This is an optimization exercise on Yosys and OpenROAD, whose aim is small area, a short achievable clock period and few clock cycles per item, not a production implementation.
In this exercise RTL edits were held to simulation tests only and were not proved equivalent to the original.

**design/flow/design.v**
```verilog
package present_pkg;
localparam N_ROUNDS = 32;
localparam ROUNDS_PER_CYCLE = 2;
endpackage
import present_pkg::*;
module present_dp (
                    clk,
                    nrst,
                    ld,
                    plaintext,
                    key,
                    round,
                    ciphertext
                  );
input  clk;
input  nrst;
input  ld;
input  [63:0] plaintext;
input  [127:0] key;
input  [4:0]  round ;
output logic [63:0] ciphertext;
function [63:0] P (input [63:0] D);
    P = {
             D[63],D[59],D[55],D[51],D[47],D[43],D[39],D[35],D[31],D[27],D[23],D[19],D[15],D[11],D[ 7],D[ 3],
             D[62],D[58],D[54],D[50],D[46],D[42],D[38],D[34],D[30],D[26],D[22],D[18],D[14],D[10],D[ 6],D[ 2],
             D[61],D[57],D[53],D[49],D[45],D[41],D[37],D[33],D[29],D[25],D[21],D[17],D[13],D[ 9],D[ 5],D[ 1],
             D[60],D[56],D[52],D[48],D[44],D[40],D[36],D[32],D[28],D[24],D[20],D[16],D[12],D[ 8],D[ 4],D[ 0]
           };
endfunction
function [127:0] SK (input [127:0] K);
    SK = { K[66:0] , K[127:67] };
endfunction
function [3:0] fSBox ( input [3:0] i );
case (i)
  4'h0: fSBox = 4'hC ; 4'h1: fSBox = 4'h5 ; 4'h2: fSBox = 4'h6 ; 4'h3: fSBox = 4'hB ;
  4'h4: fSBox = 4'h9 ; 4'h5: fSBox = 4'h0 ; 4'h6: fSBox = 4'hA ; 4'h7: fSBox = 4'hD ;
  4'h8: fSBox = 4'h3 ; 4'h9: fSBox = 4'hE ; 4'hA: fSBox = 4'hF ; 4'hB: fSBox = 4'h8 ;
  4'hC: fSBox = 4'h4 ; 4'hD: fSBox = 4'h7 ; 4'hE: fSBox = 4'h1 ; 4'hF: fSBox = 4'h2 ;
endcase
endfunction
logic [63:0] Dreg,Dnext;
logic [127:0] Kreg,Knext;
always_ff @(posedge clk or negedge nrst)
if(!nrst)
begin
    Dreg <= '0;
    Kreg <= '0;
end
else
begin
    Dreg <= Dnext;
    Kreg <= Knext;
end
always_comb
begin: combi
int sb;
int rd;
logic [63:0]  D;
logic [128:0] K;
logic [63:0] DxorK;
logic [4:0] un_round, KxorR_66_62;
logic [3:0] Ksbox127_124, Ksbox123_120;
   D = Dreg;
   K = Kreg;
   for (rd=0; rd<ROUNDS_PER_CYCLE; rd++)
   begin
      un_round = ((round-1)*ROUNDS_PER_CYCLE + (rd+1));
      DxorK  =  D ^ K[127-:64];
      for (sb=0; sb< 16; sb++)
         D[3+4*sb-:4] = fSBox(DxorK[3+4*sb-:4]);
      D = P(D);
      K = SK(K);
      KxorR_66_62 = K[66-:5] ^ un_round;
      Ksbox127_124 = fSBox(K[127-:4]);
      Ksbox123_120 = fSBox(K[123-:4]);
      K = {Ksbox127_124,Ksbox123_120,K[119:67],KxorR_66_62,K[61:0]};
   end
   if (ld)
   begin
      Dnext = plaintext;
      Knext = key ;
   end
   else
   begin
      Dnext = D;
      Knext = K;
   end
   ciphertext = DxorK;
end
endmodule
import present_pkg::N_ROUNDS;
import present_pkg::ROUNDS_PER_CYCLE;
module present_ctrl  (
                       clk,
                       nrst,
                       start,
                       eoc,
                       round 
                      );
input        clk;
input        nrst;
input        start;
output       eoc;
output [4:0] round ;
logic [4:0] round ;
logic eoc;
logic computing;
always_ff @(posedge clk or negedge nrst)
if(!nrst)
begin
    round <= 5'd1;;
    eoc <= 1'b0;
    computing <= 1'b0;
end
else
begin
  eoc <= 1'b0;
  if (start)
  begin
    round <= 5'b1;
    computing <= 1'b1;
  end
  if(computing)
  begin
    round <= round + 1'b1;
    if(round == N_ROUNDS/ROUNDS_PER_CYCLE -1)
    begin
      eoc <= 1'b1;
      computing <= 1'b0;
    end
  end
end
endmodule
module present(
                 clk,
                 nrst,
                 start,
                 eoc,
                 plaintext,
                 key,
                 ciphertext
                );
input  clk;
input  nrst;
input  start;
output eoc;
input  [63:0] plaintext;
input  [127:0] key;
output [63:0] ciphertext;
wire   [4:0] round;
wire ld = start;
present_dp dp_i(
                    .clk(clk),
                    .nrst(nrst),
                    .ld(ld),
                    .plaintext(plaintext),
                    .key(key),
                    .round(round),
                    .ciphertext(ciphertext)
                  );
present_ctrl  ctrl_i (
                       .clk(clk),
                       .nrst(nrst),
                       .start(start),
                       .eoc(eoc),
                       .round(round ) 
                      );
endmodule
module avalon_accel(
  input  clk,
  input  reset_n,
  input         avs_write,
  input  [31:0] avs_writedata,
  output [31:0] avs_readdata,
  input  [4:0]  avs_address,
  output logic avm_write,
  output logic avm_read,
  input         avm_waitrequest,
  output logic [31:0] avm_writedata,
  input  [31:0] avm_readdata,
  output logic [31:0] avm_address,
  output logic irq
);
logic[31:0] R[0:7];
wire[3:0][31:0] key_reg  = {R[3],R[2],R[1],R[0]};
wire[31:0]      src_addr_reg = R[4];
wire[31:0]     dest_addr_reg = R[5];
wire[31:0]       num_blk_reg = R[6];
wire[31:0]          ctrl_reg = R[7];
wire start_dma = ctrl_reg;
always_ff@(posedge clk or negedge reset_n)
  if(!reset_n)
    for(int i=0; i<8; i++)
      R[i] <= '0;
  else
    if(avs_write) 
      R[avs_address[4:2]] <= avs_writedata;
enum logic [3:0] {wait_for_crtl, read_frst_word, read_scd_word, start_encr, wait_end_encry, write_frst_word, write_scd_word, gen_irq} state; 
assign avs_readdata = (avs_address == 5'h1c) ? !(state == wait_for_crtl) : R[avs_address[4:2]];
logic [63:0] ct;
logic [63:0] ct_sauv;
logic [63:0] pt;
logic eoc;
logic[31:0] read_addr_reg;
logic[31:0] write_addr_reg;
logic[31:0] blk_reg;
always_ff@(posedge clk or negedge reset_n)
  if(!reset_n)begin
    read_addr_reg <= '0;
  end
  else
  begin
     if (state == read_frst_word && !avm_waitrequest) begin
          read_addr_reg <= read_addr_reg + 4;
          pt[63:32] <= avm_readdata;
     end
     if (state == read_scd_word  && !avm_waitrequest) begin 
        read_addr_reg <= read_addr_reg + 4;
        pt[31:0] <= avm_readdata;
      end
    if (state == write_frst_word && !avm_waitrequest) begin
      write_addr_reg <= write_addr_reg + 4;
     end
     if (state == write_scd_word  && !avm_waitrequest) begin
      write_addr_reg <= write_addr_reg + 4;
     end
     if (state == wait_for_crtl) begin 
        write_addr_reg <= dest_addr_reg;
        read_addr_reg <= src_addr_reg;
      end
  end
always_comb begin
  avm_read      = (state == read_frst_word)  || (state == read_scd_word);
  avm_write     = (state == write_frst_word) || (state == write_scd_word);
  avm_address   = avm_write ? write_addr_reg : read_addr_reg;
  avm_writedata = (state == write_frst_word) ? ct_sauv[63:32] : ct_sauv[31:0];
end
always_ff@(posedge clk or negedge reset_n)
  if(!reset_n)
    blk_reg <= '0;
  else
    begin
      if (state == start_encr) blk_reg <= blk_reg - 1;
      if (state == wait_for_crtl)  blk_reg <= num_blk_reg;
    end
wire start_present = (state == start_encr);
always_ff@(posedge clk or negedge reset_n)
  if(!reset_n)
    state <= wait_for_crtl;
  else
    case(state)
      wait_for_crtl :
        if(start_dma) state <= read_frst_word;
      read_frst_word :
	      if(!avm_waitrequest) state <= read_scd_word;
      read_scd_word :
	      if(!avm_waitrequest) state <= start_encr;
      start_encr :
      	state <= wait_end_encry;
      wait_end_encry :
	      if (eoc)begin
          state <= write_frst_word;
          ct_sauv <= ct;
        end
      write_frst_word :
        if(!avm_waitrequest) begin 
          state <= write_scd_word;
        end
      write_scd_word :
        if(!avm_waitrequest) if(blk_reg) state <= read_frst_word;
                              else state <= gen_irq;
      gen_irq :
      	if (!start_dma) state <= wait_for_crtl;
    endcase 
always_ff @(posedge clk or negedge reset_n)
  if(!reset_n)
    irq <= 0;
  else begin
    if(state == gen_irq) irq <= 1;
    else if(irq)  irq <= 0;
  end
present my_inst (
                 .clk(clk),
                 .nrst(reset_n),
                 .start(start_present),
                 .eoc(eoc),
                 .plaintext(pt),
                 .key(key_reg),
                 .ciphertext(ct)
                );
endmodule
```
**design/flow/run.sh**
```bash
#!/bin/bash
# synth_recipe.tcl (not shown) runs the flow's synth.tcl, then flattens the netlist and writes it again
# the make line also repeats each setting of config.mk as NAME=value (left out here)
make -C /OpenROAD-flow-scripts/flow DESIGN_CONFIG=/design/flow/config.mk WORK_HOME=/design/flow/orfs CLKGATE_MAP_FILE= SYNTH_SCRIPT=/design/flow/synth_recipe.tcl finish
```
**design/flow/config.mk**
```make
export PLATFORM = sky130hd
export DESIGN_NAME = avalon_accel
export DESIGN_NICKNAME = avalon_accel
export VERILOG_FILES = /design/flow/design.v
export SDC_FILE = /design/flow/constraint.sdc
export NUM_CORES = 4
export LEC_CHECK = 0
export CAP_MARGIN = 20
export CORE_MARGIN = 2
export CORE_UTILIZATION = 40
export PLACE_DENSITY = 0.6
export SLEW_MARGIN = 20
```
**design/flow/constraint.sdc**
```tcl
create_clock -name core_clock -period 7.0 [get_ports {clk}]
set_input_delay 1.4000 -clock core_clock [delete_from_list [all_inputs] [get_ports {clk}]]
set_output_delay 1.4000 -clock core_clock [all_outputs]
set_load 0.01 [all_outputs]
```
==> tab_implementation.tex <==
\begin{tabular}{lr}
\hline
Metric & Value \\
\hline
\multicolumn{2}{l}{\textbf{Final layout}} \\
\quad Max FFs per register & 256 \\
\quad Reg with most FFs & R \\
\quad Top flop regs & R: 256 flops, my\_inst.dp\_i.Kreg: 128 flops \\
\quad Fraction of layout instances using a drive strength above 1 & 0.187 \\
\quad Syn-to-layout area delta & 14.8\% \\
\quad Layout Nets & 3,643 \\
\multicolumn{2}{l}{\textbf{Yosys}} \\
\quad Post-synthesis instance area & 36,900 µm² \\
\quad Count of mapped cells out of synthesis & 3,274 \\
\quad Post-synth top area share & 0.354 \\
\quad Library cell occupying the most area in the post-synthesis netlist & sky130\_fd\_sc\_hd\_\_dfrtp\_1 \\
\quad Share of the yosys chip area belonging to registers & 0.485 \\
\quad Mean area per synthesized cell & 11.3 µm² \\
\quad Biggest area contributors in the synthesized netlist & sky130\_fd\_sc\_hd\_\_dfrtp\_1, sky130\_fd\_sc\_hd\_\_edfxtp\_1, sky130\_fd\_sc\_hd\_\_mux2\_2 \\
\quad Number of flip-flops and latches in the synthesized netlist & 683 \\
\quad Synth async-reset ratio & 0.766 \\
\quad Synthesized Nets & 3,515 \\
\quad Most used DFF post-synth & sky130\_fd\_sc\_hd\_\_dfrtp\_1 \\
\quad Synth warnings & 4 \\
\quad Count of different cell masters after synthesis & 76 \\
\quad Number of enable-type register cells in the synthesized netlist & 160 \\
\multicolumn{2}{l}{\textbf{Clocking}} \\
\quad Post-cts repair resize count & 0 \\
\quad Worst-case clock buffer depth & 3 \\
\quad Clk root buf & sky130\_fd\_sc\_hd\_\_clkbuf\_16 \\
\quad H-tree Lvls & 3 \\
\quad Clock latency on the worst-skew pair & 0.63 ns \\
\quad Hold bufs inserted after CTS & 0 \\
\quad Register clock-pin slew on the reported worst setup and hold paths & 0.06 ns \\
\quad Total CTS buffers & 76 \\
\quad \# clock sinks & 683 \\
\quad CTS tree & yes \\
\quad Post-CTS setup-driven buffer insertion count & 0 \\
\multicolumn{2}{l}{\textbf{Place}} \\
\quad Final Wtd Congestion & 0.927 \\
\quad HPWL Detailed & 83,300 µm \\
\quad \# port buffers & 171 \\
\multicolumn{2}{l}{\textbf{Worst setup path}} \\
\quad Data required, critical path & 5.60 ns \\
\quad Element type at the critical path start & input port \\
\quad Capturing element of the worst setup path & avs\_readdata[6] \\
\quad Worst reg2reg startpoint & my\_inst.dp\_i.Dreg[44] \\
\quad Minimum setup slack among reg-to-reg paths & 3.08 ns \\
\quad Worst Path Class, Setup & in -> out \\
\quad Worst setup path startpoint & avs\_address[2] \\
\quad Data arrival time at the worst-slack endpoint & 4.22 ns \\
\quad Cell count of the worst reg-to-reg path & 9 \\
\quad Worst Setup End Kind & output port \\
\quad Peak fanout along the critical path & 41 \\
\quad Capturing point of the worst reg2reg path & my\_inst.dp\_i.Dreg[6] \\
\multicolumn{2}{l}{\textbf{Timing}} \\
\quad Number of failing setup endpoints in the final timing report & 0 \\
\quad Worst Hold Margin & 0.446 ns \\
\quad Highest clock rate & 0.178 GHz \\
\quad Clock Skew & 0.0336 ns \\
\quad Relative slew margins & 0.292 \\
\quad Number of pins exceeding their max-slew limit in the final report & 0 \\
\quad Setup tns final & 0 ns \\
\quad Pin slew with the least headroom to its limit & 1.06 ns \\
\quad Tcrit/Tclk final & 0.803 \\
\quad Fin crit period & 5.62 ns \\
\quad Final number of hold-violating endpoints & 0 \\
\quad Unrepaired setup endpoints after global routing & false \\
\multicolumn{2}{l}{\textbf{Detailed routing}} \\
\quad Top routing layer in use & met5 \\
\quad Wire length on met1 & 51,200 µm \\
\quad Detailed-routed wire length on met3 & 6380 µm \\
\quad Routed Wire Length & 112,000 µm \\
\quad Detailed-route DRC error count & 0 \\
\quad DRT Pass-1 Iters & 5 \\
\quad Wire per inst & 24.2 µm \\
\quad Average vias per placed instance & 5.53 \\
\quad Violation count after the first detailed-routing iteration & 2,104 \\
\quad WL met2 & 50,800 µm \\
\quad Detail Route Antenna Nets & 0 \\
\quad Routed via count & 25,700 \\
\multicolumn{2}{l}{\textbf{Global route}} \\
\quad Overall track demand over capacity in global routing & 0.238 \\
\quad Largest net degree at the start of global routing & 160 \\
\quad Wire length of the first global-routing pass & 168,000 µm \\
\quad Aggregate global routing overflow & 0 \\
\quad Via count of the first global-routing pass & 25,100 \\
\quad Antenna violations before repair & 3 \\
\multicolumn{2}{l}{\textbf{Die}} \\
\quad Area of the core & 91,500 µm² \\
\quad Number of primary I/O pins & 172 \\
\quad X dimension of the die & 308 µm \\
\quad Row cnt & 111 \\
\quad Y dimension of the die & 308 µm \\
\quad Effective utilization at floorplan & 0.403 \\
\quad Die outline area & 94,700 µm² \\
\multicolumn{2}{l}{\textbf{Run status}} \\
\quad Status & complete, no violations \\
\multicolumn{2}{l}{\textbf{Flow run}} \\
\quad Max capacitance violation total & 0 \\
\multicolumn{2}{l}{\textbf{Min path}} \\
\quad Class of the tightest hold or removal check & reg -> reg \\
\hline
\end{tabular}
[metrics by stage]
stage	instance area (µm²)	util	setup WS [ns]	instances
after detailed placement	39800	0.435	1.37	4509
after global placement	39800	0.435	1.40	4509
after floorplan	36900	-	1.35	3274
final	42400	0.463	1.38	4649
after CTS	42300	0.462	1.36	4647
after global routing	42400	0.463	1.17	4648
[how the worst min path moves through the flow]
stage	end	cells past startpoint	slack [ns]	start
4_1_cts	my_inst.dp_i.Dreg[11]	1	0.45	pt[11]
3_3_place_gp	my_inst.dp_i.Dreg[11]	1	0.43	pt[11]
6_report	my_inst.dp_i.Dreg[11]	1	0.45	pt[11]
5_1_grt	my_inst.dp_i.Dreg[11]	1	0.48	pt[11]
2_1_floorplan	my_inst.dp_i.Dreg[33]	2	0.41	pt[33]
3_5_place_dp	my_inst.dp_i.Dreg[11]	1	0.44	pt[11]
[cells by family after synthesis]
logic type / after synthesis / share of synthesized area
compound gates: 405 / 0.0661
xor+xnor: 232 / 0.0616
fa+ha+maj: 168 / 0.0570
buf+inv: 328 / 0.0349
flops: 683 / 0.485
mux: 524 / 0.190
simple gates: 934 / 0.106
[layer usage]
metal	track usage	up-vias
met5	0	-
met4	0.0861	2
met3	0.0319	160
met2	0.365	788
met1	0.344	13100
li1	-	11700
[Yosys cell counts (8+ instances only)]
cell                       number
sky130_fd_sc_hd__a211oi_1      25
sky130_fd_sc_hd__a21oi_1      121
sky130_fd_sc_hd__a22oi_1       14
sky130_fd_sc_hd__a31oi_1       20
sky130_fd_sc_hd__and2_1        12
sky130_fd_sc_hd__and3_1        14
sky130_fd_sc_hd__buf_1         33
sky130_fd_sc_hd__buf_2         13
sky130_fd_sc_hd__clkbuf_1     104
sky130_fd_sc_hd__dfrtp_1      522
sky130_fd_sc_hd__edfxtp_1     160
sky130_fd_sc_hd__ha_1         168
sky130_fd_sc_hd__inv_1        171
sky130_fd_sc_hd__mux2_2       327
sky130_fd_sc_hd__mux2i_1       89
sky130_fd_sc_hd__mux4_2       105
sky130_fd_sc_hd__nand2_1      517
sky130_fd_sc_hd__nand2b_1      11
sky130_fd_sc_hd__nand3_1       45
sky130_fd_sc_hd__nand4_1       11
sky130_fd_sc_hd__nor2_1       227
sky130_fd_sc_hd__nor2b_1       10
sky130_fd_sc_hd__nor3_1        46
sky130_fd_sc_hd__nor4_1        12
sky130_fd_sc_hd__o211ai_1      11
sky130_fd_sc_hd__o21ai_0      129
sky130_fd_sc_hd__o21ai_1       11
sky130_fd_sc_hd__o22a_1        18
sky130_fd_sc_hd__o22ai_1        8
sky130_fd_sc_hd__or3_1          9
sky130_fd_sc_hd__xnor2_1       96
sky130_fd_sc_hd__xnor2_2       15
sky130_fd_sc_hd__xor2_1       104
sky130_fd_sc_hd__xor2_2        17
[worst max-delay path: stages]
cell,delay (ns)
sky130_fd_sc_hd__buf_4,0.52
sky130_fd_sc_hd__inv_1,0.39
sky130_fd_sc_hd__nor2_1,0.44
sky130_fd_sc_hd__nand2_1,0.10
sky130_fd_sc_hd__o21ai_0,0.09
sky130_fd_sc_hd__a221oi_1,0.14
sky130_fd_sc_hd__nor3_1,0.49
sky130_fd_sc_hd__clkdlybuf4s50_1,0.64
[layout by cell type (no fill, tap or decap), drive strengths merged, types with 10 or more instances in the layout]
cell           Yosys  final
nand2            517    517
and2              13     13
a22oi             14     14
inv              173    176
o21ai            140    140
nand2b            11     11
xor2             121    121
o22a              19     19
mux4             107    107
mux2i             89     89
nor3              47     47
clkinv             0     18
nand4             11     11
nor2             228    228
nor2b             10     10
a211oi            25     25
a31oi             20     20
and3              15     15
clkdlybuf4s50      0    167
clkbuf           107    109
xnor2            111    111
nand3             45     45
buf               48     38
nor4              14     14
dfrtp            522    522
mux2             328    328
edfxtp           160    160
a21oi            121    121
o211ai            11     11
ha               168    168
[layout make-up]
cell class / instances / area (µm²)
fillers: 8369 / 49200
inverters: 173 / 649
well taps: 1186 / 1480
flip-flops and latches: 683 / 17900
repair buffers: 205 / 2020
clock buffers: 109 / 2160
diodes: 1 / 2.50
multi-input cells: 2263 / 17800
clock inverters: 29 / 320
Testbench counts, summed over its fixed seeds: cycles 42,283, blocks 1,681.

## separate check: timing with driven ports
The results above use ideal ports. As a check the final layout listed here was re-extracted and re-timed, cells and wires unchanged. Step 1, drivers: a clkbuf_16 drives clk and a buf_2 each remaining input, both assumed. Step 2 times the ports against the registers' clock, not the clock port: input delays grow and output delays shrink by t, the midpoint of the rising clock arrivals with the driver on. a / b / c = ideal ports / drivers / drivers and shift; a / b = the first two.
t (ns): 0.678
setup slack, ns: 1.378 / 1.325 / 1.325
hold WS [ns]: 0.446 / 0.446 / 0.446
worst data-port slew with drivers (ns): 0.11
cell pins on the clock port's net: 1
After both steps setup and hold are still met in this run. For this run, drivers alone change the setup slack by -0.053 ns; drivers and shift together by -0.053 ns.
